Context: an optimization exercise on an open-source flow, tuned for small area and a short achievable clock period. The choices shown serve that exercise and are no tape-out recipe. In this exercise RTL edits were held to simulation tests only and were not proved equivalent to the original. Power is estimated from default activity; no workload was simulated.

$ cat flow/config.mk
export PLATFORM = sky130hd
export DESIGN_NAME = singlecycle
export DESIGN_NICKNAME = singlecycle
export VERILOG_FILES = /design/flow/design.v
export SDC_FILE = /design/flow/constraint.sdc
export NUM_CORES = 8
export LEC_CHECK = 0
export CAP_MARGIN = 20
export CORE_MARGIN = 2
export CORE_UTILIZATION = 60
export SETUP_SLACK_MARGIN = 5
export SLEW_MARGIN = 20
export SYNTH_HIERARCHICAL = 1
export SYNTH_MINIMUM_KEEP_SIZE = 0
$ cat flow/constraint.sdc
create_clock -name core_clock -period 15.0 [get_ports {i_clk}]
set_input_delay 3.0000 -clock core_clock [delete_from_list [all_inputs] [get_ports {i_clk}]]
set_output_delay 3.0000 -clock core_clock [all_outputs]
set_load 0.01 [all_outputs]
$ cat flow/run.sh
#!/bin/bash
# synth_recipe.tcl (not shown) runs the flow's synth.tcl, then flattens the netlist and writes it again
# the make line also repeats each setting of config.mk as NAME=value (left out here)
make -C /OpenROAD-flow-scripts/flow DESIGN_CONFIG=/design/flow/config.mk WORK_HOME=/design/flow/orfs CLKGATE_MAP_FILE= SYNTH_SCRIPT=/design/flow/synth_recipe.tcl finish
$ cat flow/design.v
module rf_rd_bit (
  input  logic [31:1] s,
  input  logic [31:1] d,
  output logic        y
);
  logic [3:0] p;
  ao8  u0 (.s(s[8:1]),   .d(d[8:1]),   .y(p[0]));
  ao8  u1 (.s(s[16:9]),  .d(d[16:9]),  .y(p[1]));
  ao8  u2 (.s(s[24:17]), .d(d[24:17]), .y(p[2]));
  ao7  u3 (.s(s[31:25]), .d(d[31:25]), .y(p[3]));
  or4x uo (.a(p), .y(y));
endmodule
module mem_rd_bit (
  input  logic [63:0] s,
  input  logic [63:0] d,
  output logic        y
);
  logic [7:0] p;
  genvar i;
  generate
    for (i = 0; i < 8; i++) begin : g_p
      ao8 u (.s(s[8*i +: 8]), .d(d[8*i +: 8]), .y(p[i]));
    end
  endgenerate
  or8x uo (.a(p), .y(y));
endmodule
module ao8 (
  input  logic [7:0] s,
  input  logic [7:0] d,
  output logic       y
);
  assign y = |(s & d);
endmodule
module ao7 (
  input  logic [6:0] s,
  input  logic [6:0] d,
  output logic       y
);
  assign y = |(s & d);
endmodule
module or4x (
  input  logic [3:0] a,
  output logic       y
);
  assign y = |a;
endmodule
module or8x (
  input  logic [7:0] a,
  output logic       y
);
  assign y = |a;
endmodule
module singlecycle(
  input  wire        i_clk,
  input  wire        i_rst,
  input  wire [31:0] i_io_sw,
  input  wire [31:0] i_io_btn,
  output wire [31:0] o_imem_addr,
  input  wire [31:0] i_imem_data,
  output wire [31:0] o_pc_debug,
  output wire        o_insn_vld,
  output wire [31:0] o_io_ledg,
  output wire [31:0] o_io_ledr,
  output wire [31:0] o_io_lcd,
  output wire [6:0]  o_io_hex0,
  output wire [6:0]  o_io_hex1,
  output wire [6:0]  o_io_hex2,
  output wire [6:0]  o_io_hex3,
  output wire [6:0]  o_io_hex4,
  output wire [6:0]  o_io_hex5,
  output wire [6:0]  o_io_hex6,
  output wire [6:0]  o_io_hex7
);
  logic [31:0] pc, pc_dbg;
  logic        vld;
  wire  [31:0] ins = i_imem_data;
  assign o_imem_addr = pc;
  wire [6:0] op  = ins[6:0];
  wire [2:0] f3  = ins[14:12];
  wire [4:0] rs1a = ins[19:15];
  wire [4:0] rs2a = ins[24:20];
  wire [4:0] rda  = ins[11:7];
  wire is_load  = (op == 7'b0000011);
  wire is_store = (op == 7'b0100011);
  wire is_r     = (op == 7'b0110011);
  wire is_br    = (op == 7'b1100011);
  wire is_i     = (op == 7'b0010011);
  wire is_jal   = (op == 7'b1101111);
  wire is_jalr  = (op == 7'b1100111);
  wire is_lui   = (op == 7'b0110111);
  wire is_auipc = (op == 7'b0010111);
  wire insn_vld = is_load | is_store | is_r | is_br | is_i | is_jal | is_jalr | is_lui | is_auipc;
  wire rd_we    = is_load | is_r | is_i | is_jal | is_jalr | is_lui | is_auipc;
  wire [31:0] imm_i = {{20{ins[31]}}, ins[31:20]};
  wire [31:0] imm_s = {{20{ins[31]}}, ins[31:25], ins[11:7]};
  wire [31:0] imm_b = {{20{ins[31]}}, ins[7], ins[30:25], ins[11:8], 1'b0};
  wire [31:0] imm_j = {{12{ins[31]}}, ins[19:12], ins[20], ins[30:21], 1'b0};
  wire [31:0] imm_u = {ins[31:12], 12'b0};
  logic [31:0] wb;
  logic [31:0] rfq [32];
  logic [31:1] rf_v;
  logic [31:1] rf_we;
  genvar g, b;
  generate
    for (g = 1; g < 32; g++) begin : g_rf
      logic [31:0] q;
      logic        v;
      assign rf_we[g] = rd_we && (rda == g);
      always_ff @(posedge i_clk)
        if (rf_we[g]) q <= wb;
      always_ff @(posedge i_clk or posedge i_rst)
        if (i_rst) v <= 1'b0;
        else if (rf_we[g]) v <= 1'b1;
      assign rfq[g]  = q;
      assign rf_v[g] = v;
    end
  endgenerate
  logic [31:1] s1, s2;
  always_comb
    for (int k = 1; k < 32; k++) begin
      s1[k] = rf_v[k] && (rs1a == k);
      s2[k] = rf_v[k] && (rs2a == k);
    end
  logic [31:0] rs1, rs2;
  generate
    for (b = 0; b < 32; b++) begin : g_rfrd
      logic [31:1] col;
      for (g = 1; g < 32; g++) begin : g_c
        assign col[g] = rfq[g][b];
      end
      rf_rd_bit u1 (.s(s1), .d(col), .y(rs1[b]));
      rf_rd_bit u2 (.s(s2), .d(col), .y(rs2[b]));
    end
  endgenerate
  wire slti = is_i && (f3[2:1] == 2'b01);
  wire un   = (is_br && f3[2:1] == 2'b11) || ((is_r || is_i) && f3 == 3'b011);
  wire [31:0] cmp_b = slti ? imm_i : rs2;
  wire [32:0] cmp_d = {1'b0, rs1} - {1'b0, cmp_b};
  wire eq   = (rs1 == cmp_b);
  wire less = un ? (cmp_d[32] | (cmp_b == 32'b0))
                 : ((rs1[31] ^ cmp_b[31]) ? rs1[31] : cmp_d[31]);
  logic taken;
  always_comb
    case (f3)
      3'b000:  taken = eq;
      3'b001:  taken = !eq;
      3'b100:  taken = less;
      3'b101:  taken = !less | eq;
      3'b110:  taken = less;
      3'b111:  taken = !less | eq;
      default: taken = 1'b0;
    endcase
  wire [31:0] alu_a = (is_br | is_jal | is_auipc) ? pc : rs1;
  logic [31:0] alu_b;
  always_comb begin
    if (is_r)       alu_b = rs2;
    else if (is_br) alu_b = imm_b;
    else if (is_jal) alu_b = imm_j;
    else if (is_auipc) alu_b = imm_u;
    else            alu_b = imm_i;
  end
  wire        sub = is_r && ins[30];
  wire [31:0] sum = alu_a + (sub ? ~alu_b : alu_b) + {31'b0, sub};
  wire [4:0]  sh = alu_b[4:0];
  wire        shl_op = ~f3[2];
  logic [31:0] sh_in, shl;
  always_comb
    for (int k = 0; k < 32; k++) sh_in[k] = shl_op ? rs1[31-k] : rs1[k];
  wire [63:0] shr_w = {{32{ins[30] & rs1[31] & ~shl_op}}, sh_in} >> sh;
  always_comb
    for (int k = 0; k < 32; k++) shl[k] = shr_w[31-k];
  logic [31:0] res;
  always_comb
    case (f3)
      3'b000:  res = sum;
      3'b001:  res = shl;
      3'b010:  res = {31'b0, less};
      3'b011:  res = {31'b0, less};
      3'b100:  res = rs1 ^ alu_b;
      3'b101:  res = shr_w[31:0];
      3'b110:  res = rs1 | alu_b;
      default: res = rs1 & alu_b;
    endcase
  wire [31:0] imm_ls = is_store ? imm_s : imm_i;
  wire [31:0] addr = rs1 + imm_ls;
  wire [1:0]  off  = addr[1:0];
  wire in_mem  = (addr[31:13] == 19'd1);
  wire in_ledr = (addr[31:4] == 28'h700);
  wire in_ledg = (addr[31:4] == 28'h701);
  wire in_seg0 = (addr[31:2] == 30'h1C08);
  wire in_seg1 = (addr[31:2] == 30'h1C09);
  wire in_lcd  = (addr[31:4] == 28'h703);
  wire in_sw   = (addr[31:4] == 28'h780);
  wire in_btn  = (addr[31:4] == 28'h781);
  wire [7:0] sa = rs1[7:0];
  wire [7:0] sb = imm_ls[7:0];
  wire       c2 = (sa[1] & sb[1]) | ((sa[1] | sb[1]) & sa[0] & sb[0]);
  logic [63:0] wsel;
  always_comb
    for (int w = 0; w < 64; w++) begin
      logic [7:0] k;
      logic       ok, ci;
      k  = {w[5:0], 2'b00};
      ok = ~(sa[2] ^ sb[2] ^ c2 ^ k[2]);
      for (int i = 3; i < 8; i++) begin
        ci = (sa[i-1] == sb[i-1]) ? sa[i-1] : ~k[i-1];
        ok = ok & ~(sa[i] ^ sb[i] ^ ci ^ k[i]);
      end
      wsel[w] = ok;
    end
  logic [31:0] memq [64];
  logic [31:0] mem_rd, mem_wd;
  wire mem_we = is_store && in_mem;
  generate
    for (g = 0; g < 64; g++) begin : g_mem
      logic [31:0] q;
      always_ff @(posedge i_clk)
        if (mem_we && wsel[g]) q <= mem_wd;
      assign memq[g] = q;
    end
    for (b = 0; b < 32; b++) begin : g_mrd
      logic [63:0] col;
      for (g = 0; g < 64; g++) begin : g_c
        assign col[g] = memq[g][b];
      end
      mem_rd_bit u (.s(wsel), .d(col), .y(mem_rd[b]));
    end
  endgenerate
  logic [3:0]  m0, mask;
  logic [31:0] sdata;
  always_comb begin
    case (f3)
      3'b010:  m0 = 4'b1111;
      3'b001:  m0 = 4'b0011;
      3'b000:  m0 = 4'b0001;
      default: m0 = 4'b0000;
    endcase
    mask  = m0 << off;
    sdata = rs2 << {off, 3'b000};
    for (int k = 0; k < 4; k++)
      mem_wd[8*k +: 8] = mask[k] ? sdata[8*k +: 8] : mem_rd[8*k +: 8];
  end
  logic [16:0] ledr;
  logic [7:0]  ledg;
  logic [31:0] lcd;
  logic [63:0] seg;
  wire seg_h3 = (f3 == 3'b001) && (off == 2'b11);    
  always_ff @(posedge i_clk or posedge i_rst) begin
    if (i_rst) begin
      ledr <= '0;
      ledg <= '0;
      lcd  <= '0;
      seg  <= '0;
    end else if (is_store) begin
      if (in_ledr) ledr <= rs2[16:0];
      if (in_ledg) ledg <= rs2[7:0];
      if (in_lcd)  lcd  <= rs2;
      for (int k = 0; k < 4; k++) begin
        if (in_seg0 && mask[k] && !seg_h3) seg[8*k +: 8]      <= sdata[8*k +: 8];
        if (in_seg1 && mask[k] && !seg_h3) seg[32 + 8*k +: 8] <= sdata[8*k +: 8];
      end
    end
  end
  assign o_io_ledr = {15'b0, ledr};
  assign o_io_ledg = {24'b0, ledg};
  assign o_io_lcd  = lcd;
  assign o_io_hex0 = seg[6:0];
  assign o_io_hex1 = seg[14:8];
  assign o_io_hex2 = seg[22:16];
  assign o_io_hex3 = seg[30:24];
  assign o_io_hex4 = seg[38:32];
  assign o_io_hex5 = seg[46:40];
  assign o_io_hex6 = seg[54:48];
  assign o_io_hex7 = seg[62:56];
  logic [31:0] wsrc, al, ld;
  always_comb begin
    wsrc = ({32{in_mem}} & mem_rd) | ({32{in_seg0}} & seg[31:0]) | ({32{in_seg1}} & seg[63:32]);
    al   = wsrc >> {off, 3'b000};
    case (f3)
      3'b010:  ld = al;
      3'b001:  ld = (off == 2'b11) ? 32'b0 : {{16{al[15]}}, al[15:0]};
      3'b000:  ld = {{24{al[7]}}, al[7:0]};
      3'b100:  ld = {24'b0, al[7:0]};
      3'b101:  ld = (off == 2'b11) ? 32'b0 : {16'b0, al[15:0]};
      default: ld = 32'b0;
    endcase
    ld = ld | ({32{in_ledr}} & {15'b0, ledr})
            | ({32{in_ledg}} & {24'b0, ledg})
            | ({32{in_lcd}}  & lcd)
            | ({32{in_sw}}   & {14'b0, i_io_sw[17:0]})
            | ({32{in_btn}}  & {22'b0, i_io_btn[9:0]});
  end
  wire [31:0] pc4 = pc + 32'd4;
  always_comb begin
    if (is_load)                wb = ld;
    else if (is_jal | is_jalr)  wb = pc4;
    else if (is_lui)            wb = imm_u;
    else if (is_r | is_i)       wb = res;
    else                        wb = sum;       
  end
  logic [31:0] pc_nx;
  always_comb begin
    if (is_jalr)                      pc_nx = addr;
    else if (is_jal | (is_br & taken)) pc_nx = sum;
    else                              pc_nx = pc4;
  end
  always_ff @(posedge i_clk or posedge i_rst) begin
    if (i_rst) begin
      pc     <= '0;
      pc_dbg <= '0;
      vld    <= 1'b0;
    end else begin
      pc     <= pc_nx;
      pc_dbg <= pc;
      vld    <= insn_vld;
    end
  end
  assign o_pc_debug = pc_dbg;
  assign o_insn_vld = vld;
endmodule
==> results.json, run 1 <==
{
  "status": "finished clean",
  "htree_levels": 5,
  "die_x_um": 480,
  "netlist_area_mm2": 0.136,
  "drt_iter0_drc": 19200,
  "io_pins": 315,
  "peakVddDrop_v": 0.000128,
  "fin_nets": 10300,
  "start_util_pct": 60.4,
  "cts_tree": "done",
  "worstPathArrival_ns": 11.09,
  "slew_violations": 0,
  "worst_ep_required_time_ns": 15.79,
  "postLayoutSetupSlackWorst_ns": 4.71,
  "drive_above_1_share_pct": 17.5,
  "place_hpwl_um": 346000,
  "yosys_warnings": 9,
  "clk_latency_ns": 1.00,
  "grt_pass1_wl_um": 742000,
  "cp-start-kind": "input port",
  "cts-root-buf": "clkbuf_16",
  "synth-async-reset-ratio_pct": 6.66,
  "die_h_um": 480,
  "powerDensity_mw_per_mm2": 134,
  "min_period_over_period_pct": 68.6,
  "cts.sinks": 3257,
  "synth_flop_cell": "edfxtp_1",
  "fmax_ghz": 0.0971,
  "worst-path-buf-inv": 8,
  "min_path_cells": 1,
  "worst-path-max-fanout": 20,
  "top_usage_layer": "met2",
  "setup_viol": 0,
  "routed_via_density": 7.69,
  "grt_pass1_vias": 93700,
  "dr.pass1.iters": 10,
  "grt-ovfl-total": 0,
  "slowest_delay_ns": 0.66,
  "vias": 102000,
  "final_common_cell": "edfxtp_1",
  "clock_skew_ns": 0.106,
  "gp_congestion": 1.10,
  "path_cells": "clkdlybuf4s15_2, inv_1, nor3_2, and3_2, buf_4, a22oi_1, nand4_1, or4_1, buf_6, and4_2, a31oi_2, inv_1, buf_4, mux2i_1, nor2_1, or4_1, a211oi_1, a311oi_1, a221oi_1, o221ai_1, and3_1, a31oi_4, buf_12, buf_4",
  "rsz0062_at_grt": "yes",
  "crit_family": "simple AND/OR/NAND/NOR gates",
  "wl_per_cell_um": 41.4,
  "met3_usage_pct": 19.6,
  "period_needed_ns": 10.29,
  "cpMostUsedCell": "buf_4",
  "gr-usage-met2_pct": 64.1,
  "coreArea_mm2": 0.225,
  "reg2reg_depth": 24,
  "max_slew_margin_pct": 11.0,
  "clockBufferDepth": 4,
  "num_rows": 174,
  "synthCells": 9015,
  "tightest_slew_ns": 1.34,
  "antenna_found_initial": 49,
  "hold_violations": 0,
  "final_cell_mix": "edfxtp_1, a22oi_1, buf_4",
  "worstSetupPathType": "input port to flop",
  "avgSynthCellArea_um2": 15.1,
  "wl_um": 551000,
  "grt_max_degree": 88,
  "holdCritPathClass": "flop to flop",
  "grt.met1_usage_pct": 62.1,
  "drc": 0,
  "tritoncts.num_buffers": 337,
  "synth_cell_types": 107,
  "hold_ws_ns": 0.481,
  "synth_edf_count": 3040,
  "ant_nets": 0,
  "setup_tns_ns": 0,
  "power_w": 0.0217,
  "nFillCells": 14600,
  "multi_input_area_mm2": 0.0414,
  "die_area_mm2": 0.231,
  "pre_cts_ws_ns": 1.47,
  "max_cap_viol_count": 0,
  "yosysSeqAreaShare_pct": 71.1,
  "path_clk_slew_ns": 0.07,
  "crit_path_end_kind": "flop",
  "area_growth_pct": 18.7,
  "grtUsageTotal_pct": 46.5,
  "leakage_nw": 53.9,
  "regArea_mm2": 0.0967,
  "crit_slowest_cell": "and3_2",
  "ys_ff_latch": 3257,
  "port-buffer-count": 239,
  "worst-path-stages": 24
}
[stage by stage]
stage / instances / instance area, um^2 / utilization, %
2_1_floorplan: 9053 / 137000 / -
3_3_place_gp: 12400 / 146000 / 64.8
3_5_place_dp: 12400 / 146000 / 64.9
4_1_cts: 13200 / 160000 / 71.1
5_1_grt: 13300 / 161000 / 71.7
6_report: 13300 / 162000 / 71.7
[synthesized netlist by cell type (20+ instances only)]
| cell | number | area, um^2 |
|---|---|---|
| mux2_1 | 59 | 664 |
| or2_2 | 43 | 269 |
| xnor2_1 | 78 | 683 |
| nor2b_1 | 20 | 125 |
| o21ai_0 | 198 | 991 |
| mux2_2 | 67 | 754 |
| nand3_1 | 144 | 721 |
| buf_2 | 21 | 105 |
| buf_1 | 23 | 86.3 |
| o22ai_1 | 22 | 138 |
| o211ai_1 | 34 | 255 |
| nor2_1 | 378 | 1420 |
| a21o_1 | 44 | 330 |
| a31oi_1 | 47 | 294 |
| nand2b_1 | 20 | 125 |
| nand4_1 | 484 | 3030 |
| a211oi_1 | 27 | 203 |
| buf_4 | 102 | 766 |
| dfrtp_1 | 217 | 5430 |
| xor2_1 | 41 | 359 |
| edfxtp_1 | 3040 | 91300 |
| clkbuf_1 | 152 | 571 |
| and2_1 | 28 | 175 |
| nor3_1 | 55 | 275 |
| o221ai_1 | 25 | 219 |
| and3_1 | 89 | 557 |
| ha_1 | 169 | 2110 |
| a21oi_1 | 230 | 1150 |
| a222oi_1 | 67 | 671 |
| nand2_1 | 382 | 1430 |
| mux2i_1 | 157 | 1570 |
| nor4_1 | 83 | 519 |
| o21ai_1 | 25 | 125 |
| inv_1 | 102 | 383 |
| a221oi_1 | 35 | 307 |
| or4_1 | 74 | 556 |
| a22oi_1 | 1957 | 14700 |
[cell type report]
class / count / share of cell area, %
Sequential cell: 3257 / 59.9
Clock inverter: 172 / 1.06
Inverter: 106 / 0.256
Timing Repair Buffer: 910 / 5.30
Clock buffer: 412 / 5.47
Tap cell: 2992 / 2.32
Antenna cell: 37 / 0.0573
Multi-Input combinational cell: 5438 / 25.7
[sequential cells by signal, summed over array words and instances (netlist names)]
name	cells
g_mem.q	2048
g_rf.q	992
g_rf.v	31
lcd	32
ledg	8
ledr	17
pc	32
pc_dbg	32
seg	64
vld	1
[Yosys stat by module (local to each module, per instance), a selection]
| module | area [um^2] | copies in the design | flip-flops and latches | cells inside |
|---|---|---|---|---|
| ao7 | 30.0 | 64 | 0 | 4 |
| ao8 | 36.3 | 448 | 0 | 5 |
| or4x | 7.51 | 64 | 0 | 1 |
| or8x | 16.3 | 32 | 0 | 3 |
| singlecycle | 117000 | 1 | 3257 | 6359 |
[power by group]
part	internal (W)	switching (W)
logic	0.000696	0.00213
registers	0.0106	0.000116
clock network	0.00472	0.00346
[worst paths after layout]
| path | endpoint | slack, ns | startpoint |
|---|---|---|---|
| max | g_rf[4].q[11] | 4.71 | i_imem_data[22] |
| max in group asynchronous | g_rf[27].v | 10.92 | i_rst |
| min | g_rf[11].v | 0.48 | g_rf[11].v |
| min reg2reg | g_rf[11].v | 0.48 | g_rf[11].v |
| min in group asynchronous | seg[20] | 2.57 | i_rst |
| max reg2reg | g_rf[21].q[6] | 7.14 | g_rf[28].v |
[per-layer routing]
| layer | wire [um] | vias to the layer above |
|---|---|---|
| met4 | 41300 | 32 |
| li1 | - | 40000 |
| met1 | 188000 | 50800 |
| met5 | 384 | - |
| met2 | 226000 | 9705 |
| met3 | 96100 | 1904 |
[cell families (layout without fill, tap and decap cells)]
kind of cell | count (synthesis) | after routing | share of synthesized area (%)
buffers and inverters | 414 | 1600 | 1.50
AND/OR/NAND/NOR | 1866 | 1913 | 7.20
AO/OA/AOI/OAI | 2886 | 2895 | 15.4
multiplexers | 300 | 300 | 2.44
adder cells (fa/ha/maj) | 172 | 172 | 1.60
flip-flops | 3257 | 3257 | 71.1
XOR/XNOR | 119 | 119 | 0.766
other | 1 | 76 | 0.00276
[timing repair]
action                                  4_1_cts  5_1_grt
pin swaps                                   106       43
buffers inserted                            121       79
endpoints found under the setup margin     5240     3200
gates resized for setup                     354      152
cloned                                       54        3
hold buffers                                  0        0
==> run 2, diff against run 1 <==
--- a/flow/design.v
+++ b/flow/design.v
@@ -39,9 +39,30 @@
   assign y = |(s & d);
 endmodule
+module g_nor2 (
+  input  logic a, b,
+  output logic y
+);
+  assign y = ~(a | b);
+endmodule
+module g_nand2 (
+  input  logic a, b,
+  output logic y
+);
+  assign y = ~(a & b);
+endmodule
+module g_nand4 (
+  input  logic a, b, c, d,
+  output logic y
+);
+  assign y = ~(a & b & c & d);
+endmodule
 module or4x (
   input  logic [3:0] a,
   output logic       y
 );
-  assign y = |a;
+  logic [1:0] n;
+  g_nor2  u0 (.a(a[0]), .b(a[1]), .y(n[0]));
+  g_nor2  u1 (.a(a[2]), .b(a[3]), .y(n[1]));
+  g_nand2 u2 (.a(n[0]), .b(n[1]), .y(y));
 endmodule
 module or8x (
@@ -49,5 +70,10 @@
   output logic       y
 );
-  assign y = |a;
+  logic [3:0] n;
+  g_nor2  u0 (.a(a[0]), .b(a[1]), .y(n[0]));
+  g_nor2  u1 (.a(a[2]), .b(a[3]), .y(n[1]));
+  g_nor2  u2 (.a(a[4]), .b(a[5]), .y(n[2]));
+  g_nor2  u3 (.a(a[6]), .b(a[7]), .y(n[3]));
+  g_nand4 u4 (.a(n[0]), .b(n[1]), .c(n[2]), .d(n[3]), .y(y));
 endmodule
 module singlecycle(
@@ -133,11 +159,13 @@
     end
   endgenerate
-  wire slti = is_i && (f3[2:1] == 2'b01);
+  wire [31:0] imm_ls = is_store ? imm_s : imm_i;
+  wire [31:0] opb    = (is_r | is_br) ? rs2 : imm_ls;
+  wire slt_op = (is_r | is_i) && (f3[2:1] == 2'b01);
+  wire msub   = is_br | slt_op | (is_r && f3 == 3'b000 && ins[30]);
+  wire [32:0] madd = {1'b0, rs1} + {1'b0, opb ^ {32{msub}}} + {32'b0, msub};
   wire un   = (is_br && f3[2:1] == 2'b11) || ((is_r || is_i) && f3 == 3'b011);
-  wire [31:0] cmp_b = slti ? imm_i : rs2;
-  wire [32:0] cmp_d = {1'b0, rs1} - {1'b0, cmp_b};
-  wire eq   = (rs1 == cmp_b);
-  wire less = un ? (cmp_d[32] | (cmp_b == 32'b0))
-                 : ((rs1[31] ^ cmp_b[31]) ? rs1[31] : cmp_d[31]);
+  wire eq   = (rs1 == opb);
+  wire less = un ? (~madd[32] | (opb == 32'b0))
+                 : ((rs1[31] ^ opb[31]) ? rs1[31] : madd[31]);
   logic taken;
   always_comb
@@ -151,16 +179,12 @@
       default: taken = 1'b0;
     endcase
-  wire [31:0] alu_a = (is_br | is_jal | is_auipc) ? pc : rs1;
-  logic [31:0] alu_b;
+  logic [31:0] imm_pc;
   always_comb begin
-    if (is_r)       alu_b = rs2;
-    else if (is_br) alu_b = imm_b;
-    else if (is_jal) alu_b = imm_j;
-    else if (is_auipc) alu_b = imm_u;
-    else            alu_b = imm_i;
+    if (is_br)       imm_pc = imm_b;
+    else if (is_jal) imm_pc = imm_j;
+    else             imm_pc = imm_u;
   end
-  wire        sub = is_r && ins[30];
-  wire [31:0] sum = alu_a + (sub ? ~alu_b : alu_b) + {31'b0, sub};
-  wire [4:0]  sh = alu_b[4:0];
+  wire [31:0] pct = pc + imm_pc;
+  wire [4:0]  sh = opb[4:0];
   wire        shl_op = ~f3[2];
   logic [31:0] sh_in, shl;
@@ -173,24 +197,39 @@
   always_comb
     case (f3)
-      3'b000:  res = sum;
+      3'b000:  res = madd[31:0];
       3'b001:  res = shl;
       3'b010:  res = {31'b0, less};
       3'b011:  res = {31'b0, less};
-      3'b100:  res = rs1 ^ alu_b;
+      3'b100:  res = rs1 ^ opb;
       3'b101:  res = shr_w[31:0];
-      3'b110:  res = rs1 | alu_b;
-      default: res = rs1 & alu_b;
+      3'b110:  res = rs1 | opb;
+      default: res = rs1 & opb;
     endcase
-  wire [31:0] imm_ls = is_store ? imm_s : imm_i;
-  wire [31:0] addr = rs1 + imm_ls;
-  wire [1:0]  off  = addr[1:0];
-  wire in_mem  = (addr[31:13] == 19'd1);
-  wire in_ledr = (addr[31:4] == 28'h700);
-  wire in_ledg = (addr[31:4] == 28'h701);
-  wire in_seg0 = (addr[31:2] == 30'h1C08);
-  wire in_seg1 = (addr[31:2] == 30'h1C09);
-  wire in_lcd  = (addr[31:4] == 28'h703);
-  wire in_sw   = (addr[31:4] == 28'h780);
-  wire in_btn  = (addr[31:4] == 28'h781);
+  wire [13:0] alo = {1'b0, rs1[12:0]} + {1'b0, imm_ls[12:0]};    
+  wire [1:0]  off = alo[1:0];
+  wire [31:0] ax = rs1 ^ imm_ls;
+  wire [31:0] ag = rs1 & imm_ls;
+  localparam [31:0] K_MEM = 32'h0000_2000;    
+  localparam [31:0] K_IO  = 32'h0000_7000;    
+  logic [31:0] e_mem, e_io;
+  always_comb begin
+    e_mem = '1;
+    e_io  = '1;
+    e_mem[13] = ~(ax[13] ^ alo[13] ^ K_MEM[13]);
+    for (int i = 14; i < 32; i++)
+      e_mem[i] = ~(ax[i] ^ (ax[i-1] ? ~K_MEM[i-1] : ag[i-1]) ^ K_MEM[i]);
+    e_io[12] = ~(alo[12] ^ K_IO[12]);
+    for (int i = 13; i < 32; i++)
+      e_io[i] = ~(ax[i] ^ (ax[i-1] ? ~K_IO[i-1] : ag[i-1]) ^ K_IO[i]);
+  end
+  wire in_mem  = &e_mem;
+  wire in_io   = &e_io;
+  wire in_ledr = in_io && (alo[11:4] == 8'h00);
+  wire in_ledg = in_io && (alo[11:4] == 8'h01);
+  wire in_seg0 = in_io && (alo[11:2] == 10'h008);
+  wire in_seg1 = in_io && (alo[11:2] == 10'h009);
+  wire in_lcd  = in_io && (alo[11:4] == 8'h03);
+  wire in_sw   = in_io && (alo[11:4] == 8'h80);
+  wire in_btn  = in_io && (alo[11:4] == 8'h81);
   wire [7:0] sa = rs1[7:0];
   wire [7:0] sb = imm_ls[7:0];
@@ -211,10 +250,9 @@
   logic [31:0] memq [64];
   logic [31:0] mem_rd, mem_wd;
-  wire mem_we = is_store && in_mem;
   generate
     for (g = 0; g < 64; g++) begin : g_mem
       logic [31:0] q;
       always_ff @(posedge i_clk)
-        if (mem_we && wsel[g]) q <= mem_wd;
+        if (is_store && wsel[g]) q <= mem_wd;
       assign memq[g] = q;
     end
@@ -239,5 +277,5 @@
     sdata = rs2 << {off, 3'b000};
     for (int k = 0; k < 4; k++)
-      mem_wd[8*k +: 8] = mask[k] ? sdata[8*k +: 8] : mem_rd[8*k +: 8];
+      mem_wd[8*k +: 8] = (mask[k] && in_mem) ? sdata[8*k +: 8] : mem_rd[8*k +: 8];
   end
   logic [16:0] ledr;
@@ -273,34 +311,56 @@
   assign o_io_hex6 = seg[54:48];
   assign o_io_hex7 = seg[62:56];
-  logic [31:0] wsrc, al, ld;
+  wire ld_w  = is_load && (f3 == 3'b010);
+  wire ld_h  = is_load && (f3 == 3'b001) && (off != 2'b11);
+  wire ld_hu = is_load && (f3 == 3'b101) && (off != 2'b11);
+  wire ld_b  = is_load && (f3 == 3'b000);
+  wire ld_bu = is_load && (f3 == 3'b100);
+  logic [3:0] lane_ok;    
   always_comb begin
+    lane_ok[0] = ld_w | ld_h | ld_hu | ld_b | ld_bu;
+    lane_ok[1] = ld_w | ld_h | ld_hu;
+    lane_ok[2] = ld_w;
+    lane_ok[3] = ld_w;
+  end
+  logic [31:0] wsrc;
+  always_comb
     wsrc = ({32{in_mem}} & mem_rd) | ({32{in_seg0}} & seg[31:0]) | ({32{in_seg1}} & seg[63:32]);
-    al   = wsrc >> {off, 3'b000};
-    case (f3)
-      3'b010:  ld = al;
-      3'b001:  ld = (off == 2'b11) ? 32'b0 : {{16{al[15]}}, al[15:0]};
-      3'b000:  ld = {{24{al[7]}}, al[7:0]};
-      3'b100:  ld = {24'b0, al[7:0]};
-      3'b101:  ld = (off == 2'b11) ? 32'b0 : {16'b0, al[15:0]};
-      default: ld = 32'b0;
-    endcase
-    ld = ld | ({32{in_ledr}} & {15'b0, ledr})
-            | ({32{in_ledg}} & {24'b0, ledg})
-            | ({32{in_lcd}}  & lcd)
-            | ({32{in_sw}}   & {14'b0, i_io_sw[17:0]})
-            | ({32{in_btn}}  & {22'b0, i_io_btn[9:0]});
+  logic [31:0] ld;
+  logic        sign8, sign16;
+  always_comb begin
+    sign8  = 1'b0;
+    sign16 = 1'b0;
+    for (int s2 = 0; s2 < 4; s2++) begin
+      sign8  = sign8  | ((off == s2)     & wsrc[8*s2 + 7]);
+      sign16 = sign16 | ((off + 1 == s2) & wsrc[8*s2 + 7]);
+    end
+    for (int r = 0; r < 4; r++) begin
+      logic [7:0] byt;
+      byt = '0;
+      for (int s2 = r; s2 < 4; s2++)
+        byt = byt | ({8{lane_ok[r] && (s2 - r == off)}} & wsrc[8*s2 +: 8]);
+      if (r >= 1) byt = byt | {8{ld_b & sign8}};
+      if (r >= 2) byt = byt | {8{ld_h & sign16}};
+      ld[8*r +: 8] = byt;
+    end
+    ld = ld | ({32{is_load & in_ledr}} & {15'b0, ledr})
+            | ({32{is_load & in_ledg}} & {24'b0, ledg})
+            | ({32{is_load & in_lcd}}  & lcd)
+            | ({32{is_load & in_sw}}   & {14'b0, i_io_sw[17:0]})
+            | ({32{is_load & in_btn}}  & {22'b0, i_io_btn[9:0]});
   end
   wire [31:0] pc4 = pc + 32'd4;
+  logic [31:0] wb_nl;
   always_comb begin
-    if (is_load)                wb = ld;
-    else if (is_jal | is_jalr)  wb = pc4;
-    else if (is_lui)            wb = imm_u;
-    else if (is_r | is_i)       wb = res;
-    else                        wb = sum;       
+    if (is_jal | is_jalr)       wb_nl = pc4;
+    else if (is_lui)            wb_nl = imm_u;
+    else if (is_r | is_i)       wb_nl = res;
+    else                        wb_nl = pct;       
+    wb = ld | ({32{~is_load}} & wb_nl);
   end
   logic [31:0] pc_nx;
   always_comb begin
-    if (is_jalr)                      pc_nx = addr;
-    else if (is_jal | (is_br & taken)) pc_nx = sum;
+    if (is_jalr)                      pc_nx = madd[31:0];
+    else if (is_jal | (is_br & taken)) pc_nx = pct;
     else                              pc_nx = pc4;
   end
--- a/flow/config.mk
+++ b/flow/config.mk
@@ -9,4 +9,6 @@
 export CORE_MARGIN = 2
 export CORE_UTILIZATION = 60
+export CTS_CLUSTER_DIAMETER = 80
+export CTS_CLUSTER_SIZE = 24
 export SETUP_SLACK_MARGIN = 5
 export SLEW_MARGIN = 20
==> results.json, run 2 <==
{
  "area_growth_pct": 12.2,
  "antenna_found_initial": 33,
  "worstPathArrival_ns": 10.79,
  "die_x_um": 481,
  "cts.sinks": 3257,
  "start_util_pct": 60.2,
  "path_clk_slew_ns": 0.09,
  "max_slew_margin_pct": 9.96,
  "setup_viol": 0,
  "peakVddDrop_v": 0.000148,
  "htree_levels": 4,
  "yosys.area.top_type": "edfxtp_1",
  "max_cap_viol_count": 0,
  "final_common_cell": "edfxtp_1",
  "routed_via_density": 7.50,
  "rsz0062_at_grt": "yes",
  "fin_nets": 10200,
  "cpMostUsedCell": "buf_4",
  "dp_cells": 12700,
  "tritoncts.num_buffers": 166,
  "worstSetupPathType": "input port to flop",
  "ant_nets": 0,
  "crit_slowest_cell": "a221oi_1",
  "synthCells": 9270,
  "synth_top_area_share_pct": 66.9,
  "die_area_mm2": 0.231,
  "slowest_delay_ns": 0.97,
  "grt_pass1_wl_um": 708000,
  "powerDensity_mw_per_mm2": 135,
  "gp_congestion": 1.08,
  "period_needed_ns": 10.20,
  "fin_area_mm2": 0.153,
  "slew_violations": 0,
  "dr.pass1.iters": 10,
  "yosys_warnings": 9,
  "drt_iter0_drc": 16600,
  "nFillCells": 15600,
  "wl_um": 517000,
  "io_pins": 315,
  "synth_area_leaders": "edfxtp_1, a22oi_1, dfrtp_1",
  "yosysMostFrequentCell": "edfxtp_1",
  "cts-root-buf": "clkbuf_16",
  "clk_latency_ns": 0.92,
  "grtUsageTotal_pct": 44.0,
  "place_hpwl_um": 339000,
  "tightest_slew_ns": 1.35,
  "num_rows": 175,
  "min_period_over_period_pct": 68.0,
  "grt_max_degree": 93,
  "port-buffer-count": 239,
  "final_cell_mix": "edfxtp_1, a22oi_1, nand4_1",
  "synth_cell_types": 104,
  "clock_skew_ns": 0.0640,
  "status": "finished clean",
  "fmax_ghz": 0.0981,
  "worst_ep_required_time_ns": 15.59,
  "cts_tree": "done",
  "worst-path-max-fanout": 41,
  "synth-async-reset-ratio_pct": 6.66,
  "netlist_area_mm2": 0.137,
  "top_regs": "g_mem.q: 2048 flops, g_rf.q: 992 flops, seg: 64 flops",
  "clockBufferDepth": 3,
  "placed_area_mm2": 0.146,
  "finalNonFillerCells": 13100,
  "largest_reg_flops": 2048,
  "setup_tns_ns": 0,
  "leakage_nw": 49.9,
  "hold_violations": 0,
  "cp-start-kind": "input port",
  "wl_per_cell_um": 39.6,
  "ys_ff_latch": 3257,
  "die_h_um": 481,
  "crit_path_end_kind": "flop",
  "drive_above_1_share_pct": 12.8,
  "yosysSeqAreaShare_pct": 70.9,
  "avgSynthCellArea_um2": 14.7,
  "vias": 98100,
  "drc": 0,
  "synth_edf_count": 3040,
  "regMostFlops": "g_mem.q",
  "grt-ovfl-total": 0,
  "holdCritPathClass": "flop to flop",
  "grt_pass1_vias": 92200,
  "yosys-top-cells-count": "edfxtp_1, a22oi_1, nor2_1, nand4_1, nand2_1",
  "coreArea_mm2": 0.227,
  "path_cells": "clkdlybuf4s50_1, inv_1, and2_1, and3_1, buf_6, a22oi_1, nand4_1, nor2_2, nand2_1, buf_4, o22ai_1, a21oi_1, buf_4, inv_2, buf_4, a211oi_1, a311oi_1, a211oi_1, a221oi_1, o21ai_0, a21oi_1, or3_1, o211ai_1, buf_4",
  "synth_flop_cell": "edfxtp_1"
}
==> run 2: cell count changes in the layout (fill, tap and decap cells not counted), moves of 43 or more <==
cell / previous run / this run
clkbuf_1: 66 / 23
mux2_1: 59 / 0
a21oi_1: 214 / 262
clkinv_1: 61 / 2
clkbuf_16: 342 / 170
clkinv_2: 56 / 3
nand2_1: 355 / 401
nor2_1: 198 / 420
nor4_1: 67 / 23
nor2_4: 183 / 139
or4_1: 52 / 2
buf_4: 565 / 499
mux2i_1: 157 / 111
a211oi_1: 22 / 69
==> run 2: cells by family (layout without fill, tap and decap cells) <==
kind of cell               count (synthesis)  count (layout)  synth area share (%)
and+or+nand+nor                         2056            2057                  7.42
adders and majority gates                173             173                  1.60
xor gates and xnor gates                 162             162                  1.05
DFF                                     3257            3257                  70.9
AOI/OAI and AO/OA                       2976            2976                  15.8
other                                      1              72               0.00275
muxes                                    223             223                  1.78
buffers and inverters                    422            1148                  1.49
==> run 2: stage by stage <==
stage | utilization [%] | power, W | setup WS (ns) | hold WS [ns]
finish | 67.5 | 0.0206 | 4.80 | 0.480
global route | 67.5 | 0.0210 | 4.98 | 0.476
CTS | 67.1 | 0.0204 | 4.99 | 0.484
detailed placement | 64.5 | 0.0155 | 1.70 | 0.462
global placement | 64.3 | 0.0154 | 1.92 | 0.458
floorplan | - | 0.0134 | 4.80 | 0.446
==> run 2: Yosys stat by module (local to each module, per instance), a selection <==
| module | area, um^2 | cells inside |
|---|---|---|
| ao7 | 30.0 | 4 |
| g_nand4 | 6.26 | 1 |
| singlecycle | 117000 | 6422 |
| g_nor2 | 3.75 | 1 |
| g_nand2 | 3.75 | 1 |
| ao8 | 36.3 | 5 |
==> run 2: final timing paths <==
kind | from | endpoint | slack [ns] | depth (start not counted)
worst min-delay path | pc[29] | pc_dbg[29] | 0.48 | 0
max in group asynchronous | i_rst | g_rf[2].v | 10.94 | 3
worst min register to register | pc[29] | pc_dbg[29] | 0.48 | 0
worst max-delay path | i_imem_data[20] | g_rf[9].q[7] | 4.80 | 24
worst max register to register | g_rf[10].v | g_rf[2].q[0] | 7.39 | 26
min in group asynchronous | i_rst | ledr[6] | 2.58 | 2
==> run 2: worst max-delay path: cells and delay by family <==
| family | cells | cell delay (ns) |
|---|---|---|
| AO/OA/AOI/OAI | 10 | 3.50 |
| buffers and inverters | 8 | 2.78 |
| AND/OR/NAND/NOR | 6 | 1.38 |
==> run 2: layout make-up <==
| cell class | count | area [um^2] | share of cell area (%) |
|---|---|---|---|
| clock inverters | 38 | 581 | 0.379 |
| inverters | 119 | 458 | 0.299 |
| clock buffers | 196 | 4380 | 2.86 |
| well taps | 3009 | 3760 | 2.46 |
| flip-flops and latches | 3257 | 96700 | 63.2 |
| diodes | 33 | 82.6 | 0.0539 |
| multi-input cells | 5630 | 39800 | 26.0 |
| repair buffers | 795 | 7310 | 4.77 |
==> run 2: power by group <==
part | switching (W) | leakage [nW] | internal, W | total (W)
Sequential | 0.000115 | 30.3 | 0.0114 | 0.0115
Combinational | 0.00318 | 17.2 | 0.000868 | 0.00405
Clock | 0.00285 | 2.42 | 0.00220 | 0.00505
==> run 2: repair_timing <==
item                       4_1_cts  5_1_grt
cloned                           1        0
buffers inserted                56       16
setup endpoints to repair     3136     1386
pin swaps                       21        9
gates resized for setup        147       73
hold buffers                     0        0
==> run 2: routing by layer <==
metal	track usage [%]	routed length, um
met1	56.0	173000
met2	67.2	234000
met3	10.6	64200
met4	30.5	45200
met5	0	91
==> run 3, diff against run 2 <==
--- a/flow/design.v
+++ b/flow/design.v
@@ -77,4 +77,13 @@
   g_nand4 u4 (.a(n[0]), .b(n[1]), .c(n[2]), .d(n[3]), .y(y));
 endmodule
+module ld_bit (
+  input  logic [3:0] s,
+  input  logic [3:0] d,
+  input  logic       a,
+  input  logic       e,
+  output logic       y
+);
+  assign y = (|(s & d)) | a | e;
+endmodule
 module singlecycle(
   input  wire        i_clk,
@@ -323,31 +332,41 @@
     lane_ok[3] = ld_w;
   end
-  logic [31:0] wsrc;
+  logic [3:0] tk [4];     
+  logic [3:0] sg [4];     
   always_comb
-    wsrc = ({32{in_mem}} & mem_rd) | ({32{in_seg0}} & seg[31:0]) | ({32{in_seg1}} & seg[63:32]);
-  logic [31:0] ld;
-  logic        sign8, sign16;
+    for (int r = 0; r < 4; r++)
+      for (int s2 = 0; s2 < 4; s2++) begin
+        tk[r][s2] = (s2 >= r) && lane_ok[r] && (s2 - r == off);
+        sg[r][s2] = ((r >= 1) && ld_b && (off == s2)) || ((r >= 2) && ld_h && (off + 1 == s2));
+      end
+  wire [31:0] segw = ({32{in_seg0}} & seg[31:0]) | ({32{in_seg1}} & seg[63:32]);
+  logic [31:0] ld_io;
   always_comb begin
-    sign8  = 1'b0;
-    sign16 = 1'b0;
-    for (int s2 = 0; s2 < 4; s2++) begin
-      sign8  = sign8  | ((off == s2)     & wsrc[8*s2 + 7]);
-      sign16 = sign16 | ((off + 1 == s2) & wsrc[8*s2 + 7]);
-    end
     for (int r = 0; r < 4; r++) begin
       logic [7:0] byt;
+      logic       sb7;
       byt = '0;
-      for (int s2 = r; s2 < 4; s2++)
-        byt = byt | ({8{lane_ok[r] && (s2 - r == off)}} & wsrc[8*s2 +: 8]);
-      if (r >= 1) byt = byt | {8{ld_b & sign8}};
-      if (r >= 2) byt = byt | {8{ld_h & sign16}};
-      ld[8*r +: 8] = byt;
+      sb7 = 1'b0;
+      for (int s2 = 0; s2 < 4; s2++) begin
+        byt = byt | ({8{tk[r][s2]}} & segw[8*s2 +: 8]);
+        sb7 = sb7 | (sg[r][s2] & segw[8*s2 + 7]);
+      end
+      ld_io[8*r +: 8] = byt | {8{sb7}};
     end
-    ld = ld | ({32{is_load & in_ledr}} & {15'b0, ledr})
-            | ({32{is_load & in_ledg}} & {24'b0, ledg})
-            | ({32{is_load & in_lcd}}  & lcd)
-            | ({32{is_load & in_sw}}   & {14'b0, i_io_sw[17:0]})
-            | ({32{is_load & in_btn}}  & {22'b0, i_io_btn[9:0]});
+    ld_io = ld_io | ({32{is_load & in_ledr}} & {15'b0, ledr})
+                  | ({32{is_load & in_ledg}} & {24'b0, ledg})
+                  | ({32{is_load & in_lcd}}  & lcd)
+                  | ({32{is_load & in_sw}}   & {14'b0, i_io_sw[17:0]})
+                  | ({32{is_load & in_btn}}  & {22'b0, i_io_btn[9:0]});
   end
+  logic [3:0] tkm [4];
+  logic [3:0] sgm;        
+  always_comb
+    for (int r = 0; r < 4; r++) begin
+      tkm[r] = tk[r] & {4{in_mem}};
+      sgm[r] = 1'b0;
+      for (int s2 = 0; s2 < 4; s2++)
+        sgm[r] = sgm[r] | (sg[r][s2] & in_mem & mem_rd[8*s2 + 7]);
+    end
   wire [31:0] pc4 = pc + 32'd4;
   logic [31:0] wb_nl;
@@ -357,6 +376,15 @@
     else if (is_r | is_i)       wb_nl = res;
     else                        wb_nl = pct;       
-    wb = ld | ({32{~is_load}} & wb_nl);
   end
+  wire [31:0] wb_e = ld_io | ({32{~is_load}} & wb_nl);
+  generate
+    for (b = 0; b < 32; b++) begin : g_wb
+      logic [3:0] dsrc;
+      for (g = 0; g < 4; g++) begin : g_s
+        assign dsrc[g] = mem_rd[8*g + (b % 8)];
+      end
+      ld_bit u (.s(tkm[b / 8]), .d(dsrc), .a(sgm[b / 8]), .e(wb_e[b]), .y(wb[b]));
+    end
+  endgenerate
   logic [31:0] pc_nx;
   always_comb begin
==> flow/flow/run.sh (new file) <==
#!/bin/bash
set -euo pipefail
LATE_MARGIN=6.5

bash standard.sh synth floorplan place > flow_1_synth_floorplan_place.log 2>&1

# the make command of standard.sh, with the late setup margin
MK=$(grep '^make ' standard.sh | sed -e 's/ "\${@:-finish}"$//' -e 's/ SETUP_SLACK_MARGIN=[^ ]*//')
MK="$MK SETUP_SLACK_MARGIN=$LATE_MARGIN"
eval "$MK cts"    > flow_2_cts.log 2>&1
eval "$MK route"  > flow_3_route.log 2>&1
eval "$MK finish" > flow_4_finish.log 2>&1

# nothing left to make; standard.sh writes out/final.def
bash standard.sh finish > flow_5_write_def.log 2>&1
==> flow/standard.sh (new file) <==
#!/bin/bash
# synth_recipe.tcl (not shown) runs the flow's synth.tcl, then flattens the netlist and writes it again
# the make line also repeats each setting of config.mk as NAME=value (left out here)
make -C /OpenROAD-flow-scripts/flow DESIGN_CONFIG=/design/flow/config.mk WORK_HOME=/design/flow/orfs CLKGATE_MAP_FILE= SYNTH_SCRIPT=/design/flow/synth_recipe.tcl "${@:-finish}"
removed: flow/run.sh
==> results.json, run 3 <==
{
  "synth_area_leaders": "edfxtp_1, a22oi_1, dfrtp_1",
  "cts_tree": "done",
  "yosysMostFrequentCell": "edfxtp_1",
  "cp-start-kind": "input port",
  "die_h_um": 482,
  "startpoint": "i_imem_data[23]",
  "clk_latency_ns": 0.93,
  "worst-path-buf-inv": 5,
  "fin_nets": 10800,
  "num_rows": 175,
  "pwr-share-clk_pct": 24.1,
  "area_growth_pct": 20.0,
  "hold_ws_ns": 0.499,
  "final_cell_mix": "edfxtp_1, a22oi_1, buf_4",
  "die_x_um": 482,
  "worst_ep_required_time_ns": 15.62,
  "start_util_pct": 60.3,
  "grt_pass1_vias": 94700,
  "regToRegSetupSlack_ns": 8.26,
  "path_clk_slew_ns": 0.09,
  "synth_flop_cell": "edfxtp_1",
  "swShare_pct": 30.5,
  "port-buffer-count": 239,
  "grtUsageTotal_pct": 45.7,
  "nFillCells": 14400,
  "seqPwrFrac_pct": 52.4,
  "p_comb_share_pct": 23.5,
  "timing.rr.end": "g_rf[19].q[0]",
  "fin_area_mm2": 0.164,
  "drc": 0,
  "place_hpwl_um": 341000,
  "rsz0062_at_grt": "yes",
  "synth-async-reset-ratio_pct": 6.66,
  "cts-root-buf": "clkbuf_16",
  "yosys.area.top_type": "edfxtp_1",
  "antenna_found_initial": 38,
  "tritoncts.num_buffers": 166,
  "final_common_cell": "edfxtp_1",
  "yosys-top-cells-count": "edfxtp_1, a22oi_1, nor2_1, nand4_1, nand2_1",
  "cts_hold_repair.buffers": 0,
  "drt_iter0_drc": 18900,
  "grt_max_degree": 89,
  "reg2reg_depth": 22,
  "placed_area_mm2": 0.147,
  "fmax_ghz": 0.113,
  "worst-path-max-fanout": 9,
  "top_regs": "g_mem.q: 2048 flops, g_rf.q: 992 flops, seg: 64 flops",
  "peakVddDrop_v": 0.000136,
  "synthCells": 9312,
  "yosys_warnings": 17,
  "yosysSeqAreaShare_pct": 70.6,
  "gp_congestion": 1.02,
  "setup_tns_ns": 0,
  "avgSynthCellArea_um2": 14.7,
  "wl_um": 552000,
  "min_path_cells": 0,
  "io_pins": 315,
  "max_cap_viol_count": 0,
  "worstPathArrival_ns": 9.46,
  "tightest_slew_ns": 1.14,
  "worst-path-stages": 26,
  "status": "finished clean",
  "min_period_over_period_pct": 58.9,
  "switchingPower_w": 0.00645,
  "dr.pass1.iters": 10,
  "synth_cell_types": 100,
  "crit_slowest_cell": "or4_4",
  "max_slew_margin_pct": 23.2,
  "setup_viol": 0,
  "clock_skew_ns": 0.103,
  "internal-power_w": 0.0147,
  "slew_violations": 0,
  "coreArea_mm2": 0.227,
  "netlist_area_mm2": 0.137,
  "clockBufferDepth": 3,
  "ant_nets": 0,
  "vias": 104000,
  "synth_edf_count": 3040,
  "holdCritPathClass": "flop to flop",
  "worstSetupPathType": "input port to flop",
  "crit_family": "simple AND/OR/NAND/NOR gates",
  "htree_levels": 4,
  "period_needed_ns": 8.84,
  "die_area_mm2": 0.232,
  "r2r-start": "g_rf[16].v",
  "drive_above_1_share_pct": 21.5,
  "slowest_delay_ns": 0.49,
  "leakage_nw": 54.0,
  "regMostFlops": "g_mem.q",
  "wl_per_cell_um": 40.4,
  "cpMostUsedCell": "buf_4",
  "largest_reg_flops": 2048,
  "grt_pass1_wl_um": 738000,
  "hold_violations": 0,
  "crit_path_end_kind": "flop",
  "cts.sinks": 3257,
  "routed_via_density": 7.58,
  "synth_top_area_share_pct": 66.7,
  "grt-ovfl-total": 0,
  "powerDensity_mw_per_mm2": 129,
  "ys_ff_latch": 3257,
  "crit_end": "g_rf[19].q[0]"
}
==> run 3: cell count changes in the layout (fill, tap and decap cells not counted), sizes merged, moves of 18 or more <==
| cell | change |
|---|---|
| a21oi | -72 |
| clkbuf | +26 |
| a222oi | +33 |
| mux2i | -35 |
| o21ai | +18 |
| conb | +56 |
| nand3 | +27 |
| buf | +452 |
| nand2 | +24 |
==> run 3: cell type report <==
class                           instances  area (um^2)  share of cell area [%]
Antenna cell                           29         72.6                  0.0441
Tap cell                             3009         3760                    2.29
Inverter                              125          533                   0.324
Timing Repair Buffer                 1263        13600                    8.28
Sequential cell                      3257        96700                    58.8
Multi-Input combinational cell       5749        44600                    27.2
Clock buffer                          205         4350                    2.65
Clock inverter                         35          687                   0.418
==> run 3: Yosys stat by module (local to each module, per instance), excerpt <==
module,flops+latches,copies in the design,area (um^2)
ao7,0,64,30.0
g_nand4,0,32,6.26
g_nor2,0,256,3.75
ld_bit,0,32,21.3
singlecycle,3257,1,117000
g_nand2,0,64,3.75
==> run 3: per-layer routing <==
| metal | up-vias | track usage [%] | part of all wire, % |
|---|---|---|---|
| met5 | - | 0 | 0.057 |
| met4 | 22 | 32.3 | 9.4 |
| met3 | 2078 | 14.3 | 15 |
| met2 | 9152 | 66.3 | 43 |
| met1 | 51300 | 58.9 | 32 |
| li1 | 41100 | - | - |
==> run 3: how the worst min path moves through the flow <==
stage / end / start
6_report: pc_dbg[29] / pc[29]
5_1_grt: pc_dbg[29] / pc[29]
4_1_cts: g_rf[24].v / g_rf[24].v
3_5_place_dp: g_rf[13].v / g_rf[13].v
3_3_place_gp: g_rf[25].v / g_rf[25].v
2_1_floorplan: g_rf[10].v / g_rf[10].v
==> run 3: kinds of logic (layout without fill, tap and decap cells) <==
group / after synthesis / after routing / synth area share, %
fa+ha+maj: 174 / 174 / 1.61
simple gates: 2091 / 2108 / 7.55
other cells: 1 / 124 / 0.00274
flops: 3257 / 3257 / 70.6
compound gates: 3001 / 3002 / 16.0
buf+inv: 420 / 1628 / 1.47
xor+xnor: 171 / 171 / 1.09
mux: 197 / 199 / 1.61
==> run 3: stage by stage <==
step / power (W) / std cells / utilization [%] / setup slack, ns
floorplan: 0.0128 / 9406 / - / 4.62
global placement: 0.0147 / 12800 / 64.4 / 1.84
detailed placement: 0.0148 / 12800 / 64.6 / 1.73
CTS: 0.0204 / 13400 / 70.1 / 6.45
global route: 0.0214 / 13600 / 72.3 / 6.15
finish: 0.0212 / 13700 / 72.3 / 6.16
==> run 3: power groups by stage <==
stage / sequential [W] / combinational (W) / clock, W
after floorplan: 0.0113 / 0.00150 / 0
after global placement: 0.0113 / 0.00337 / 0
after detailed placement: 0.0113 / 0.00347 / 0
after CTS: 0.0111 / 0.00426 / 0.00509
after global routing: 0.0111 / 0.00494 / 0.00540
final: 0.0111 / 0.00497 / 0.00511
==> run 3: repair_timing <==
item | in CTS | in global routing
endpoints found under the setup margin | 5223 | 2822
pin swaps | 233 | 256
setup buffers | 297 | 227
cloned | 39 | 27
resized for setup | 1071 | 487
==> run 3: worst register-to-register path, cell delays in order (launching register included) <==
cell       delay, ns
dfrtp_1         0.47
and3_4          0.30
bufbuf_16       0.30
a22oi_1         0.17
nand4_1         0.41
nor2_4          0.46
nand2_4         0.21
a21oi_4         0.32
xnor2_1         0.17
ha_2            0.38
a21oi_1         0.19
nor2_1          0.07
a211oi_2        0.36
o21bai_1        0.23
nor3_4          0.27
mux2i_1         0.21
o31a_1          0.24
o21ai_2         0.10
and3_4          0.24
or4_4           0.49
a211oi_4        0.32
nand2_4         0.25
clkbuf_16       0.32
==> run 4, diff against run 3 <==
--- a/flow/design.v
+++ b/flow/design.v
@@ -11,4 +11,33 @@
   or4x uo (.a(p), .y(y));
 endmodule
+module add33 (
+  input  logic [31:0] a,
+  input  logic [31:0] b,
+  input  logic        ci,
+  output logic [32:0] s
+);
+  logic [31:0] g0, p0;
+  logic [31:0] g [6];
+  logic [31:0] p [6];
+  assign g0 = a & b;
+  assign p0 = a ^ b;
+  always_comb begin
+    g[0] = g0;
+    p[0] = p0;
+    g[0][0] = g0[0] | (p0[0] & ci);
+    for (int l = 0; l < 5; l++)
+      for (int i = 0; i < 32; i++)
+        if ((i >> l) & 1) begin
+          g[l+1][i] = g[l][i] | (p[l][i] & g[l][((i >> l) << l) - 1]);
+          p[l+1][i] = p[l][i] & p[l][((i >> l) << l) - 1];
+        end else begin
+          g[l+1][i] = g[l][i];
+          p[l+1][i] = p[l][i];
+        end
+    s[0] = p0[0] ^ ci;
+    for (int i = 1; i < 32; i++) s[i] = p0[i] ^ g[5][i-1];
+    s[32] = g[5][31];
+  end
+endmodule
 module mem_rd_bit (
   input  logic [63:0] s,
@@ -86,4 +115,12 @@
   assign y = (|(s & d)) | a | e;
 endmodule
+module wb_ao (
+  input  logic [8:0] s,
+  input  logic [8:0] d,
+  input  logic       e,
+  output logic       y
+);
+  assign y = (|(s & d)) | e;
+endmodule
 module singlecycle(
   input  wire        i_clk,
@@ -172,5 +209,6 @@
   wire slt_op = (is_r | is_i) && (f3[2:1] == 2'b01);
   wire msub   = is_br | slt_op | (is_r && f3 == 3'b000 && ins[30]);
-  wire [32:0] madd = {1'b0, rs1} + {1'b0, opb ^ {32{msub}}} + {32'b0, msub};
+  logic [32:0] madd;
+  add33 u_add (.a(rs1), .b(opb ^ {32{msub}}), .ci(msub), .s(madd));
   wire un   = (is_br && f3[2:1] == 2'b11) || ((is_r || is_i) && f3 == 3'b011);
   wire eq   = (rs1 == opb);
@@ -203,16 +241,4 @@
   always_comb
     for (int k = 0; k < 32; k++) shl[k] = shr_w[31-k];
-  logic [31:0] res;
-  always_comb
-    case (f3)
-      3'b000:  res = madd[31:0];
-      3'b001:  res = shl;
-      3'b010:  res = {31'b0, less};
-      3'b011:  res = {31'b0, less};
-      3'b100:  res = rs1 ^ opb;
-      3'b101:  res = shr_w[31:0];
-      3'b110:  res = rs1 | opb;
-      default: res = rs1 & opb;
-    endcase
   wire [13:0] alo = {1'b0, rs1[12:0]} + {1'b0, imm_ls[12:0]};    
   wire [1:0]  off = alo[1:0];
@@ -258,10 +284,13 @@
     end
   logic [31:0] memq [64];
-  logic [31:0] mem_rd, mem_wd;
+  logic [31:0] mem_rd;
+  logic [3:0]  lane_we;
   generate
     for (g = 0; g < 64; g++) begin : g_mem
       logic [31:0] q;
-      always_ff @(posedge i_clk)
-        if (is_store && wsel[g]) q <= mem_wd;
+      for (b = 0; b < 4; b++) begin : g_lane
+        always_ff @(posedge i_clk)
+          if (lane_we[b] && wsel[g]) q[8*b +: 8] <= sdata[8*b +: 8];
+      end
       assign memq[g] = q;
     end
@@ -285,6 +314,5 @@
     mask  = m0 << off;
     sdata = rs2 << {off, 3'b000};
-    for (int k = 0; k < 4; k++)
-      mem_wd[8*k +: 8] = (mask[k] && in_mem) ? sdata[8*k +: 8] : mem_rd[8*k +: 8];
+    lane_we = mask & {4{is_store & in_mem}};
   end
   logic [16:0] ledr;
@@ -370,12 +398,29 @@
     end
   wire [31:0] pc4 = pc + 32'd4;
-  logic [31:0] wb_nl;
+  wire alu_op = is_r | is_i;
+  logic [8:0] wsl;
   always_comb begin
-    if (is_jal | is_jalr)       wb_nl = pc4;
-    else if (is_lui)            wb_nl = imm_u;
-    else if (is_r | is_i)       wb_nl = res;
-    else                        wb_nl = pct;       
+    wsl[0] = alu_op && f3 == 3'b000;       
+    wsl[1] = alu_op && f3 == 3'b001;       
+    wsl[2] = alu_op && f3 == 3'b100;       
+    wsl[3] = alu_op && f3 == 3'b101;       
+    wsl[4] = alu_op && f3 == 3'b110;       
+    wsl[5] = alu_op && f3 == 3'b111;       
+    wsl[6] = is_jal | is_jalr;             
+    wsl[7] = is_lui;
+    wsl[8] = is_auipc;
   end
-  wire [31:0] wb_e = ld_io | ({32{~is_load}} & wb_nl);
+  wire slt_wb = alu_op && f3[2:1] == 2'b01 && less;
+  logic [31:0] wb_e;
+  generate
+    for (b = 0; b < 32; b++) begin : g_wbe
+      wb_ao u (
+        .s(wsl),
+        .d({pct[b], imm_u[b], pc4[b], rs1[b] & opb[b], rs1[b] | opb[b], shr_w[b],
+            rs1[b] ^ opb[b], shl[b], madd[b]}),
+        .e(ld_io[b] | (b == 0 ? slt_wb : 1'b0)),
+        .y(wb_e[b]));
+    end
+  endgenerate
   generate
     for (b = 0; b < 32; b++) begin : g_wb
==> results.json, run 4 <==
{
  "synth_top_area_share_pct": 66.9,
  "grt-ovfl-total": 0,
  "synth_flop_cell": "edfxtp_1",
  "yosysMostFrequentCell": "edfxtp_1",
  "port-buffer-count": 239,
  "seqPwrFrac_pct": 58.4,
  "largest_reg_flops": 2048,
  "vias": 98100,
  "top_regs": "g_mem.q: 2048 flops, g_rf.q: 992 flops, seg: 64 flops",
  "met1_length_um": 171000,
  "ys_ff_latch": 3257,
  "yosys-top-cells-count": "edfxtp_1, a22oi_1, nor2_1, nand4_1, nand2_1",
  "clk_latency_ns": 0.92,
  "fin_nets": 10500,
  "switchingPower_w": 0.00454,
  "max_slew_margin_pct": 20.7,
  "final_cell_mix": "edfxtp_1, a22oi_1, buf_4",
  "worst_ep_required_time_ns": 15.66,
  "maxUsedRoutingLayer": "met5",
  "cp-start-kind": "input port",
  "grt_max_degree": 98,
  "yosysSeqAreaShare_pct": 70.8,
  "holdCritPathClass": "flop to flop",
  "wl_per_cell_um": 37.4,
  "min_period_over_period_pct": 63.3,
  "drive_above_1_share_pct": 19.2,
  "synth_edf_count": 3040,
  "io_pins": 315,
  "reg2reg_depth": 27,
  "cts_tree": "done",
  "gp_congestion": 1.02,
  "path_clk_slew_ns": 0.09,
  "cts-root-buf": "clkbuf_16",
  "final_common_cell": "edfxtp_1",
  "routed-wl-met2_um": 217000,
  "drc": 0,
  "dp_cells": 12600,
  "status": "finished clean",
  "die_area_mm2": 0.231,
  "min_path_cells": 0,
  "postLayoutSetupSlackWorst_ns": 5.51,
  "pre_cts_ws_ns": 1.55,
  "synth_cell_types": 97,
  "clockBufferDepth": 3,
  "peakVddDrop_v": 0.000147,
  "leakage_nw": 54.5,
  "synth-async-reset-ratio_pct": 6.66,
  "grt_pass1_wl_um": 680000,
  "coreArea_mm2": 0.227,
  "drt_iter0_drc": 16700,
  "yosys.area_share.simple_pct": 7.45,
  "synth_compound_area_share_pct": 15.0,
  "finalNonFillerCells": 13300,
  "placed_area_mm2": 0.145,
  "grt_pass1_vias": 91200,
  "clock_skew_ns": 0.0651,
  "max_cap_viol_count": 0,
  "slew_violations": 0,
  "crit_path_end_kind": "flop",
  "multi_input_area_mm2": 0.0420,
  "regArea_mm2": 0.0967,
  "nFillCells": 15300,
  "setup_tns_ns": 0,
  "fmax_ghz": 0.105,
  "routed_via_density": 7.35,
  "setup_viol": 0,
  "period_needed_ns": 9.49,
  "worstPathArrival_ns": 10.15,
  "worst-path-max-fanout": 18,
  "worstSetupPathType": "input port to flop",
  "antenna_found_initial": 16,
  "die_h_um": 481,
  "yosys_warnings": 20,
  "rsz0062_at_grt": "yes",
  "slowest_delay_ns": 0.51,
  "regMostFlops": "g_mem.q",
  "ant_nets": 0,
  "cts_hold_repair.buffers": 0,
  "area_growth_pct": 16.5,
  "crit_slowest_cell": "a21oi_2",
  "synth_area_leaders": "edfxtp_1, a22oi_1, dfrtp_1",
  "cts.sinks": 3257,
  "synthCells": 9132,
  "wl_um": 499000,
  "synth_fa_ha_area_share_pct": 1.67,
  "start_util_pct": 60.2,
  "num_rows": 175,
  "tritoncts.num_buffers": 162,
  "grtUsageTotal_pct": 42.0,
  "synth_top_family_by_area": "compound AO/OA/AOI/OAI gates",
  "dr.pass1.iters": 12,
  "power_w": 0.0176,
  "wl_met3_um": 65500,
  "fin_area_mm2": 0.159,
  "avgSynthCellArea_um2": 14.9,
  "synthMuxAreaShare_pct": 2.43,
  "internal-power_w": 0.0130,
  "p_comb_share_pct": 13.1,
  "hold_violations": 0,
  "die_x_um": 481,
  "swShare_pct": 25.8,
  "netlist_area_mm2": 0.137,
  "pwr-share-clk_pct": 28.5,
  "powerDensity_mw_per_mm2": 110,
  "tightest_slew_ns": 1.19,
  "cpMostUsedCell": "buf_12",
  "htree_levels": 4,
  "place_hpwl_um": 317000,
  "yosys.area.top_type": "edfxtp_1",
  "synth_xor_area_share_pct": 0.950
}
run 4: modules after synthesis (local to each module, per instance), a selection:
module	flip-flops and latches	cells inside
singlecycle	3257	5821
add33	0	175
wb_ao	0	6
ao8	0	5
ao7	0	4
ld_bit	0	3
g_nand4	0	1
g_nand2	0	1
g_nor2	0	1
run 4: metrics by stage:
step | utilization [%] | hold slack [ns]
final | 70.1 | 0.496
after global routing | 70.1 | 0.499
after CTS | 68.5 | 0.490
after detailed placement | 64.0 | 0.465
after global placement | 64.0 | 0.457
after floorplan | - | 0.415
run 4: final cells by class:
type | count | area share (%)
Inverter | 247 | 0.728
Tap cell | 3009 | 2.37
Timing Repair inverter | 7 | 0.0283
Multi-Input combinational cell | 5504 | 26.4
Timing Repair Buffer | 1066 | 6.60
Antenna cell | 11 | 0.0173
Sequential cell | 3257 | 60.8
Clock buffer | 209 | 2.70
Clock inverter | 34 | 0.359
run 4: final timing paths:
check                                      from       endpoint  slack, ns
worst max-delay path            i_imem_data[22]  g_rf[24].q[0]       5.51
worst min-delay path                     pc[30]     pc_dbg[30]       0.50
worst max register to register       g_rf[12].v  g_rf[24].q[0]       7.70
worst min register to register           pc[30]     pc_dbg[30]       0.50
max in group asynchronous                 i_rst       ledr[10]      11.04
min in group asynchronous                 i_rst     pc_dbg[20]       2.65
run 4: power groups by stage:
stage | clock network (W) | registers [W] | logic [W]
floorplan | 0 | 0.0105 | 0.000881
detailed placement | 0 | 0.0105 | 0.00180
global placement | 0 | 0.0105 | 0.00176
CTS | 0.00501 | 0.0103 | 0.00198
finish | 0.00501 | 0.0103 | 0.00230
global route | 0.00533 | 0.0103 | 0.00236
run 4: worst max-delay path: cells and delay by family:
family	cells	cell delay, ns
AO/OA/AOI/OAI	9	2.61
XOR/XNOR	1	0.14
multiplexers	1	0.24
buffers and inverters	9	1.47
AND/OR/NAND/NOR	12	2.26
adder cells (fa/ha/maj)	1	0.39
run 4: cells by family after synthesis:
kind of cell    Yosys count
compound gates         2726
xor+xnor                148
fa+ha+maj               177
buf+inv                 490
flops                  3257
mux                     295
other cells               1
simple gates           2038
run 4: per-layer routing:
layer / vias up / global-route usage [%]
li1: 39800 / -
met3: 1788 / 11.5
met2: 7578 / 61.7
met5: - / 0
met4: 10 / 29.2
met1: 48900 / 54.7
run 4: repair_timing:
| item | CTS | global route |
|---|---|---|
| pin swaps | 122 | 158 |
| resized for setup | 796 | 442 |
| setup buffers | 251 | 160 |
| cloned | 23 | 20 |
| endpoints found under the setup margin | 5224 | 2185 |

## static timing again, ports no longer ideal
How much do the figures lean on ideal ports? The routed layouts below were timed once more, with nothing changed but the port constraints.
Step 1 assumes that a clkbuf_16 drives the clock port and a buf_2 every other input.
Step 2 moves the port delays by t, midway between the first and last clock arrival at a register: inputs arrive t later, outputs are due t later. That takes back most of the time a late clock gives input paths.
Slacks: ideal ports / drivers / drivers and shift; pairs: ideal ports / drivers.
run | t, ns | setup slack, ns | worst hold slack (ns) | latest minus earliest clock arrival (ns)
run 1 | 1.038 | 4.705 / 4.775 / 3.738 | 0.481 / 0.481 / 0.481 | 0.115 / 0.115
run 2 | 0.978 | 4.801 / 4.863 / 3.884 | 0.480 / 0.480 / 0.480 | 0.068 / 0.069
run 3 | 0.973 | 6.160 / 6.221 / 5.248 | 0.499 / 0.499 / 0.499 | 0.103 / 0.104
run 4 | 0.988 | 5.510 / 5.571 / 4.583 | 0.496 / 0.496 / 0.496 | 0.065 / 0.065
After both steps setup and hold are still met in every run listed. The setup slack of run 1, which loses most, moves by +0.070 ns with the drivers and by -0.967 ns with both steps.
